Source: an optimization exercise on an open RTL-to-GDS flow (aim: small area). Production flows keep margins and buffers that such runs may drop. In this exercise RTL edits were held to simulation tests only and were not proved equivalent to the original. Power is estimated from default activity; no workload was simulated.

`flow/design.v`:
```
`timescale 1ns / 1ps
module my_button_debounce #(
    parameter PULSE = 1
)(
    input i_clk,
    input i_reset,
    input i_btn,
    output reg o_btn_stable,
    output o_btn_pulse
);
    reg [6:0] counter;
    always @(posedge i_clk, posedge i_reset) begin
        if (i_reset) begin
            counter <= 0;
            o_btn_stable <= 0;
        end else if (i_btn == o_btn_stable) begin
            counter <= 0;
        end else if (counter == 7'd99) begin
            o_btn_stable <= i_btn;
            counter <= 0;
        end else begin
            counter <= counter + 1'b1;
        end
    end
    generate
        if (PULSE) begin : g_pulse
            reg btn_prev, pulse;
            always @(posedge i_clk, posedge i_reset) begin
                if (i_reset) begin
                    btn_prev <= 0;
                    pulse <= 0;
                end else begin
                    btn_prev <= o_btn_stable;
                    pulse <= ~btn_prev & o_btn_stable;
                end
            end
            assign o_btn_pulse = pulse;
        end else begin : g_nopulse
            assign o_btn_pulse = 1'b0;
        end
    endgenerate
endmodule
`timescale 1ns / 1ps
module top_microwave(
    input clk,
    input reset,
    input btnC,
    input btnU,
    input btnR,
    input btnL,
    input btnD,
    output [7:0] seg,
    output [3:0] an,
    output PWM_OUT,
    output [1:0] in1_in2,
    output servo,
    output buzzer,
    output [15:0] led
);
    localparam IDLE = 3'd0, SETTING = 3'd1, RUNNING = 3'd2, PAUSED = 3'd3, COMPLETE = 3'd4;
    reg [3:0] c10;
    reg [4:0] c20;
    reg [5:0] c50;
    wire c10_wrap = (c10 == 4'd9);
    wire f0 = (c20 == 5'd19) || (c20 == 5'd20);      
    always @(posedge clk, posedge reset) begin
        if (reset) begin
            c10 <= 0;
            c20 <= 5'd20;
            c50 <= 0;
        end else begin
            c10 <= c10_wrap ? 4'd0 : c10 + 1'b1;
            if (c10_wrap) begin
                c20 <= f0 ? 5'd0 : c20 + 1'b1;
                if (c20 == 5'd18)
                    c50 <= (c50 == 6'd49) ? 6'd0 : c50 + 1'b1;
            end
        end
    end
    wire first = (c20 == 5'd20) && (c10 == 4'd0);
    wire c10_lt5 = (c10 < 4'd5);
    wire pwm_lt5 = f0 && c10_lt5;
    wire pwm_lt25 = f0 || (c20 == 5'd0) || ((c20 == 5'd1) && c10_lt5);
    wire sec_pulse = (c50 == 6'd25) && (c20 == 5'd19) && (c10 == 4'd0);
    wire [1:0] sel = c20[1:0];
    wire C_s, C_p, U_s, U_p, R_s, R_p, L_s, L_p, D_s, D_p;
    my_button_debounce #(.PULSE(1)) u_btnC(.i_clk(clk), .i_reset(reset), .i_btn(btnC), .o_btn_stable(C_s), .o_btn_pulse(C_p));
    my_button_debounce #(.PULSE(1)) u_btnU(.i_clk(clk), .i_reset(reset), .i_btn(btnU), .o_btn_stable(U_s), .o_btn_pulse(U_p));
    my_button_debounce #(.PULSE(1)) u_btnR(.i_clk(clk), .i_reset(reset), .i_btn(btnR), .o_btn_stable(R_s), .o_btn_pulse(R_p));
    my_button_debounce #(.PULSE(0)) u_btnL(.i_clk(clk), .i_reset(reset), .i_btn(btnL), .o_btn_stable(L_s), .o_btn_pulse(L_p));
    my_button_debounce #(.PULSE(1)) u_btnD(.i_clk(clk), .i_reset(reset), .i_btn(btnD), .o_btn_stable(D_s), .o_btn_pulse(D_p));
    reg door_toggle;
    reg [3:0] dk;
    reg door_open;
    reg servo_r;
    always @(posedge clk, posedge reset) begin
        if (reset) begin
            door_toggle <= 0;
            dk <= 0;
            door_open <= 0;
            servo_r <= 0;
        end else begin
            door_toggle <= L_s;
            if (L_s & ~door_toggle)
                dk <= 4'd1;
            else if (dk == 4'd9) begin
                dk <= 4'd0;
                door_open <= ~door_open;
            end else if (dk != 4'd0)
                dk <= dk + 1'b1;
            servo_r <= door_open ? pwm_lt25 : pwm_lt5;
        end
    end
    assign servo = servo_r;
    reg [2:0] state;
    reg [1:0] s2;
    reg [3:0] s1, s0;
    reg [1:0] r3;
    reg [3:0] r2, r1, r0;
    reg t_run, t_pause, t_done;
    wire t_active = t_run | t_pause;
    reg add10, add60, set30, start, pause, resume, clear;
    reg beep, completion_alarm, motor_enable, idle_anim;
    reg [12:0] X;
    reg [3:0] Y;
    reg alarm_act;
    wire set_zero = (s2 == 2'd0) && (s1 == 4'd0) && (s0 == 4'd0);
    wire set_can10 = !((s2 == 2'd3) && (s1 == 4'd6));                                   
    wire set_can60 = !((s2 == 2'd3) && ((s1 == 4'd6) || ((s1 == 4'd5) && (s0 >= 4'd5))));  
    wire rem_zero = (r3 == 2'd0) && (r2 == 4'd0) && (r1 == 4'd0) && (r0 == 4'd0);
    wire rem_can10 = !((r3 == 2'd3) && ((r2 >= 4'd6) || ((r2 == 4'd5) && (r1 == 4'd9) && (r0 != 4'd0))));
    wire rem_can60 = !((r3 == 2'd3) && ((r2 >= 4'd6) || ((r2 == 4'd5) && ((r1 > 4'd4) || ((r1 == 4'd4) && (r0 != 4'd0))))));
    wire st_idle = (state == IDLE);
    wire st_set = (state == SETTING);
    wire st_run = (state == RUNNING);
    wire st_pause = (state == PAUSED);
    wire st_done = (state == COMPLETE);
    reg [2:0] next_state;
    always @(*) begin
        next_state = state;
        case (state)
            IDLE: begin
                if (D_p) next_state = IDLE;
                else if (U_p || R_p) next_state = SETTING;
                else if (C_p && set_zero) next_state = SETTING;
                else if (C_p && !door_open) next_state = RUNNING;
            end
            SETTING: begin
                if (D_p) next_state = IDLE;
                else if (C_p && !set_zero && !door_open) next_state = RUNNING;
            end
            RUNNING: begin
                if (D_p) next_state = IDLE;
                else if (C_p || door_open) next_state = PAUSED;
                else if (t_done) next_state = COMPLETE;
            end
            PAUSED: begin
                if (D_p) next_state = IDLE;
                else if (C_p && !door_open) next_state = RUNNING;
            end
            COMPLETE: begin
                if (D_p || (Y >= 4'd10)) next_state = IDLE;
            end
            default: next_state = IDLE;
        endcase
    end
    always @(posedge clk, posedge reset) begin
        if (reset) begin
            state <= IDLE;
            add10 <= 0; add60 <= 0; set30 <= 0; start <= 0; pause <= 0; resume <= 0; clear <= 0;
            beep <= 0; completion_alarm <= 0; motor_enable <= 0; idle_anim <= 0;
        end else begin
            state <= next_state;
            add10 <= U_p && (st_set || st_pause);
            add60 <= R_p && (st_set || st_pause);
            set30 <= C_p && st_idle && set_zero;
            start <= C_p && (st_idle || st_set) && !set_zero && !door_open;
            pause <= st_run && (C_p || door_open);
            resume <= C_p && st_pause && !door_open;
            clear <= D_p;
            beep <= C_p || U_p || R_p || L_s || D_p;
            completion_alarm <= alarm_act;
            motor_enable <= st_run;
            idle_anim <= st_idle && set_zero;
        end
    end
    always @(posedge clk, posedge reset) begin
        if (reset) begin
            X <= 0;
            Y <= 0;
            alarm_act <= 0;
        end else begin
            alarm_act <= st_done && (Y < 4'd10) && (alarm_act || ((X == 13'd4999) && (Y == 4'd0)));
            if (idle_anim) begin
                if (X == 13'd6699) begin
                    X <= 0;
                    Y <= (Y == 4'd5) ? 4'd0 : Y + 1'b1;
                end else
                    X <= X + 1'b1;
            end else if (st_done) begin
                if (Y < 4'd10) begin
                    if (X == 13'd4999) begin
                        X <= 0;
                        Y <= Y + 1'b1;
                    end else
                        X <= X + 1'b1;
                end
            end else begin
                X <= 0;
                Y <= 0;
            end
        end
    end
    always @(posedge clk, posedge reset) begin
        if (reset) begin
            s2 <= 0; s1 <= 0; s0 <= 0;
        end else if (clear) begin
            s2 <= 0; s1 <= 0; s0 <= 0;
        end else if (add10 && set_can10) begin
            if (s0 == 4'd9) begin
                s0 <= 0;
                if (s1 == 4'd9) begin s1 <= 0; s2 <= s2 + 1'b1; end
                else s1 <= s1 + 1'b1;
            end else
                s0 <= s0 + 1'b1;
        end else if (add60 && set_can60) begin
            if (s0 >= 4'd4) begin
                s0 <= s0 - 4'd4;
                if (s1 == 4'd9) begin s1 <= 0; s2 <= s2 + 1'b1; end
                else s1 <= s1 + 1'b1;
            end else
                s0 <= s0 + 4'd6;
        end else if (set30) begin
            s2 <= 0; s1 <= 0; s0 <= 4'd3;
        end
    end
    always @(posedge clk, posedge reset) begin
        if (reset) begin
            r3 <= 0; r2 <= 0; r1 <= 0; r0 <= 0;
            t_run <= 0; t_pause <= 0; t_done <= 0;
        end else if (clear) begin
            r3 <= 0; r2 <= 0; r1 <= 0; r0 <= 0;
            t_run <= 0; t_pause <= 0; t_done <= 0;
        end else if (start && !set_zero && !t_active) begin
            r3 <= s2; r2 <= s1; r1 <= s0; r0 <= 0;
            t_run <= 1; t_pause <= 0; t_done <= 0;
        end else if (pause && t_run) begin
            t_run <= 0; t_pause <= 1;
        end else if (resume && t_pause) begin
            t_run <= 1; t_pause <= 0;
        end else if (sec_pulse && t_run) begin
            if (!rem_zero) begin
                if (r0 == 4'd0) begin
                    r0 <= 4'd9;
                    if (r1 == 4'd0) begin
                        r1 <= 4'd9;
                        if (r2 == 4'd0) begin r2 <= 4'd9; r3 <= r3 - 1'b1; end
                        else r2 <= r2 - 1'b1;
                    end else
                        r1 <= r1 - 1'b1;
                end else
                    r0 <= r0 - 1'b1;
            end else begin
                t_run <= 0; t_pause <= 0; t_done <= 1;
            end
        end else if (t_pause) begin
            if (add10 && rem_can10) begin
                if (r1 == 4'd9) begin
                    r1 <= 0;
                    if (r2 == 4'd9) begin r2 <= 0; r3 <= r3 + 1'b1; end
                    else r2 <= r2 + 1'b1;
                end else
                    r1 <= r1 + 1'b1;
            end else if (add60 && rem_can60) begin
                if (r1 >= 4'd4) begin
                    r1 <= r1 - 4'd4;
                    if (r2 == 4'd9) begin r2 <= 0; r3 <= r3 + 1'b1; end
                    else r2 <= r2 + 1'b1;
                end else
                    r1 <= r1 + 4'd6;
            end
        end
    end
    reg me_d;
    always @(posedge clk, posedge reset) begin
        if (reset) me_d <= 0;
        else me_d <= motor_enable;
    end
    assign PWM_OUT = first ? c10_lt5 : (me_d && (c10 < 4'd3));
    assign in1_in2 = {1'b0, motor_enable};
    reg b_act, b_alarm;
    reg [2:0] bf;
    reg [10:0] bq;
    wire b_end = b_alarm ? ((bq == 11'd1666) && (bf == 3'd3)) : ((bq == 11'd199) && (bf == 3'd4));
    wire bf_wrap = b_alarm ? (bf == 3'd5) : (bf == 3'd4);
    always @(posedge clk, posedge reset) begin
        if (reset) begin
            b_act <= 0; b_alarm <= 0; bf <= 0; bq <= 0;
        end else if (!b_act) begin
            bf <= 0; bq <= 0;
            if (beep) begin b_act <= 1; b_alarm <= 0; end
            else if (completion_alarm) begin b_act <= 1; b_alarm <= 1; end
        end else if (b_end) begin
            b_act <= 0; bf <= 0; bq <= 0;
        end else if (bf_wrap) begin
            bf <= 0; bq <= bq + 1'b1;
        end else
            bf <= bf + 1'b1;
    end
    assign buzzer = b_act & bq[0];
    reg [3:0] digit;
    always @(*) begin
        digit = 4'd0;
        if (st_set) begin
            case (sel)
                2'd0: digit = 4'd0;
                2'd1: digit = s0;
                2'd2: digit = s1;
                default: digit = {2'b00, s2};
            endcase
        end else if (st_run || st_pause) begin
            case (sel)
                2'd0: digit = r0;
                2'd1: digit = r1;
                2'd2: digit = r2;
                default: digit = {2'b00, r3};
            endcase
        end
    end
    reg [7:0] seg_n;
    always @(*) begin
        case (digit)
            4'd0: seg_n = 8'b11000000;
            4'd1: seg_n = 8'b11111001;
            4'd2: seg_n = 8'b10100100;
            4'd3: seg_n = 8'b10110000;
            4'd4: seg_n = 8'b10011001;
            4'd5: seg_n = 8'b10010010;
            4'd6: seg_n = 8'b10000010;
            4'd7: seg_n = 8'b11111000;
            4'd8: seg_n = 8'b10000000;
            4'd9: seg_n = 8'b10010000;
            default: seg_n = 8'b11111111;
        endcase
    end
    reg [7:0] seg_a;
    always @(*) begin
        case (Y[2:0])
            3'd0: seg_a = 8'b11111110;
            3'd1: seg_a = 8'b11111101;
            3'd2: seg_a = 8'b11111011;
            3'd3: seg_a = 8'b11110111;
            3'd4: seg_a = 8'b11101111;
            3'd5: seg_a = 8'b11011111;
            default: seg_a = 8'b11111111;
        endcase
    end
    assign seg = idle_anim ? seg_a : seg_n;
    assign an = idle_anim ? 4'b0000 : ~(4'b0001 << sel);
    wire [6:0] rem_lo = r3 * 7'd104 + r2 * 7'd100 + r1 * 7'd10 + r0;
    assign led[0] = L_s;
    assign led[1] = 1'b0;
    assign led[2] = door_toggle;
    assign led[3] = door_open;
    assign led[6:4] = state;
    assign led[7] = t_run;
    assign led[8] = motor_enable;
    assign led[15:9] = rem_lo;
endmodule
```
`flow/run.sh`:
```
#!/bin/bash
# synth_recipe.tcl (not shown) runs the flow's synth.tcl, then flattens the netlist and writes it again
# the make line also repeats each setting of config.mk as NAME=value (left out here)
make -C /OpenROAD-flow-scripts/flow DESIGN_CONFIG=/design/flow/config.mk WORK_HOME=/design/flow/orfs CLKGATE_MAP_FILE= SYNTH_SCRIPT=/design/flow/synth_recipe.tcl finish
```
`flow/config.mk`:
```
export PLATFORM = sky130hd
export DESIGN_NAME = top_microwave
export DESIGN_NICKNAME = top_microwave
export VERILOG_FILES = /design/flow/design.v
export SDC_FILE = /design/flow/constraint.sdc
export NUM_CORES = 4
export LEC_CHECK = 0
export CAP_MARGIN = 20
export CORE_MARGIN = 2
export CORE_UTILIZATION = 40
export PLACE_DENSITY = 0.6
export SLEW_MARGIN = 20
```
`flow/constraint.sdc`:
```
create_clock -name core_clock -period 120.0 [get_ports {clk}]
set_input_delay 24.0000 -clock core_clock [delete_from_list [all_inputs] [get_ports {clk}]]
set_output_delay 24.0000 -clock core_clock [all_outputs]
set_load 0.01 [all_outputs]
```
==> impl_metrics.json <==
{
  "cts_tree": "done",
  "wl_per_cell_um": 15.2,
  "grt_pass1_vias": 7231,
  "grt_start_max_net_pins": 78,
  "drtIter0Drc": 567,
  "routed_wl_um": 20600,
  "async_reset_ff_share_pct": 100,
  "critPathCaptureType": "output port",
  "fmax_mhz": 35.7,
  "postCtsResizedCells": 0,
  "track_usage_pct": 17.9,
  "ant_nets": 0,
  "synthFlopType": "dfrtp_1",
  "rsz0062_at_grt": "no",
  "dr.pass1.iters": 6,
  "placementRows": 55,
  "cp_max_fo": 8,
  "power_uw": 220,
  "slew_headroom_pct": 32.4,
  "drv_cap": 0,
  "start_util_pct": 40.9,
  "start_kind": "register",
  "min_path_type": "register to register",
  "clockBufferDepth": 2,
  "die_area_um2": 24500,
  "die_h_um": 157,
  "fin_setup_tns_ns": 0,
  "yosys.area.top_type": "dfrtp_1",
  "vias": 7290,
  "slew_viol_final": 0,
  "synthTopCellsByArea": "dfrtp_1 39%, ha_1 10%, nor2_1 4.3%",
  "synth_seq_area_share_pct": 39.3,
  "coreArea_um2": 22800,
  "synth_cell_type_count": 86,
  "syn_area_per_cell_um2": 9.23,
  "cts-buffers-inserted": 17,
  "htree_levels": 4,
  "worstMarginPinSlew_ns": 1.01,
  "io_buffer_count": 36,
  "gp_congestion": 0.908,
  "final-hold-violation-count": 0,
  "synth_seq_cells": 146,
  "arrival_ns": 3.97,
  "layout-drive-gt1-share_pct": 6.04,
  "hold_ws_ns": 0.388,
  "status": "no timing/DRC/antenna violations",
  "cts-hold-fix-buffers": 0,
  "die_width_um": 157,
  "nets": 1119,
  "ys_warn_count": 3,
  "antenna_found_initial": 0,
  "final-setup-viol-count": 0,
  "finalClockSkew_ns": 0.0108,
  "clk_pin_slew_ns": 0.06,
  "fin_util_pct": 46.2,
  "synth_common_cells": "144 x dfrtp_1, 107 x nor2_1, 75 x ha_1, 75 x nand2_1, 72 x inv_1",
  "syn_inst": 1009,
  "grt_overflow": 0,
  "grt_pass1_wl_um": 35600,
  "crit_required_ns": 96.00,
  "p_leak_uw": 0.00458,
  "clk_latency_ns": 0.43,
  "period_needed_ns": 27.97,
  "synth_top_area_share_pct": 38.7,
  "io_pins": 40,
  "post-cts-setup-buffer-count": 0,
  "area_growth_pct": 13.1,
  "synth_area_um2": 9310,
  "synth.most_common_cell": "dfrtp_1",
  "fin_crit_sh_pct": 23.3,
  "clock-sinks": 146,
  "drc": 0,
  "crit_type": "register to output port",
  "via_per_inst": 5.38,
  "hpwlAfterDp_um": 14700,
  "ir_drop_mv": 0.0193,
  "diodes": 0,
  "synth_edf_count": 0,
  "p_per_area_nw_per_um2": 20.9,
  "cts_root_buf": "clkbuf_16"
}
cell usage in the layout, fill, tap and decap left out, drive strengths merged, types with 18 or more instances in the layout:
| master | count |
|---|---|
| a21oi | 43 |
| inv | 76 |
| nor2 | 107 |
| xnor2 | 43 |
| nand3 | 39 |
| dfrtp | 144 |
| clkdlybuf4s50 | 36 |
| nor3 | 18 |
| ha | 75 |
| xor2 | 20 |
| o21ai | 60 |
| nand2 | 75 |
state kept, by name, indices dropped and copies added (netlist names), 4 cells and up:
name,cells
X,13
dk,4
s0,4
Y,4
u_btnU.counter,7
c50,6
bq,11
u_btnC.counter,7
s1,4
u_btnR.counter,7
r1,4
c20,5
r0,4
u_btnL.counter,7
r2,4
u_btnD.counter,7
c10,4
worst paths after layout:
kind / end / start / slack, ns / depth (start not counted)
worst max-delay path: led[15] / r1[1]$_DFFE_PP0P_ / 92.03 / 11
worst min-delay path: completion_alarm$_DFF_PP0_ / alarm_act$_DFF_PP0_ / 0.39 / 0
worst max register to register: r2[1]$_DFFE_PP0P_ / c20[0]$_DFFE_PP0N_ / 117.04 / 7
worst min register to register: completion_alarm$_DFF_PP0_ / alarm_act$_DFF_PP0_ / 0.39 / 0
max in group asynchronous: bq[1]$_DFFE_PP0P_ / reset / 94.55 / 3
min in group asynchronous: door_toggle$_DFF_PP0_ / reset / 24.08 / 2
routing by layer:
metal | wire length (um) | GRT usage [%] | vias to the layer above
li1 | - | - | 3618
met4 | 437 | 6.55 | 0
met3 | 580 | 2.58 | 34
met1 | 9930 | 24.4 | 3514
met2 | 9630 | 29.0 | 124
met5 | 0 | 0 | -
logic make-up after synthesis:
group	share of synthesized area, %
buf+inv	4.99
flops	39.3
fa+ha+maj	11.6
mux	1.45
other cells	0.0807
simple gates	20.6
xor+xnor	5.93
compound gates	16.1
where the power goes:
| part | switching, uW | leakage [uW] | internal (uW) |
|---|---|---|---|
| clock network | 22.3 | 0.000310 | 35.1 |
| registers | 14.0 | 0.00193 | 56.3 |
| logic | 47.2 | 0.00234 | 45.0 |
worst max-delay path, cell delays in order, from the launching register on:
cell and delay (ns):
dfrtp_1 0.50, ha_1 0.35, ha_1 0.21, fa_1 0.47, inv_1 0.05, fa_1 0.47
inv_1 0.04, ha_1 0.29, ha_1 0.32, a21oi_1 0.17, xnor2_1 0.13, clkdlybuf4s50_1 0.55
final cells by class:
cell class / instances / area [um2]
Fill cell: 2207 / 12200
Inverter: 74 / 283
Tap cell: 313 / 392
Sequential cell: 146 / 3660
Timing Repair Buffer: 38 / 375
Clock buffer: 17 / 425
Clock inverter: 15 / 206
Multi-Input combinational cell: 753 / 5190
through the flow:
step                      setup WS [ns]  cell area [um2]  instances
after detailed placement          92.44             9900       1324
after global placement            92.48             9900       1324
after global routing              91.81            10500       1356
after floorplan                   92.08             9310       1010
after CTS                         91.99            10500       1356
final                             92.03            10500       1356

-- re-timing with driven ports --
No port has a modelled driver above. Below, the same layout with a new extraction and two added sets of constraints.
Step 1 assumes that a clkbuf_16 drives the clock port and a buf_2 every other input.
Step 2 adds t to the input delays and takes it off the output delays; t is the mean of the earliest and latest rising clock arrival at the registers after step 1. Input paths then give back, and output paths get back, about the clock's delay inside the block.
Slacks: no drivers / after step 1 / after step 2; pairs: no drivers / after step 1.
t, ns: 0.462
slack for setup (ns): 92.027 / 91.986 / 92.448
worst hold slack (ns): 0.388 / 0.388 / 0.388
worst data-port slew with drivers (ns): 0.03
After both steps setup and hold are still met in this run. For this run, drivers alone change the setup slack by -0.041 ns; drivers and shift together by +0.421 ns.
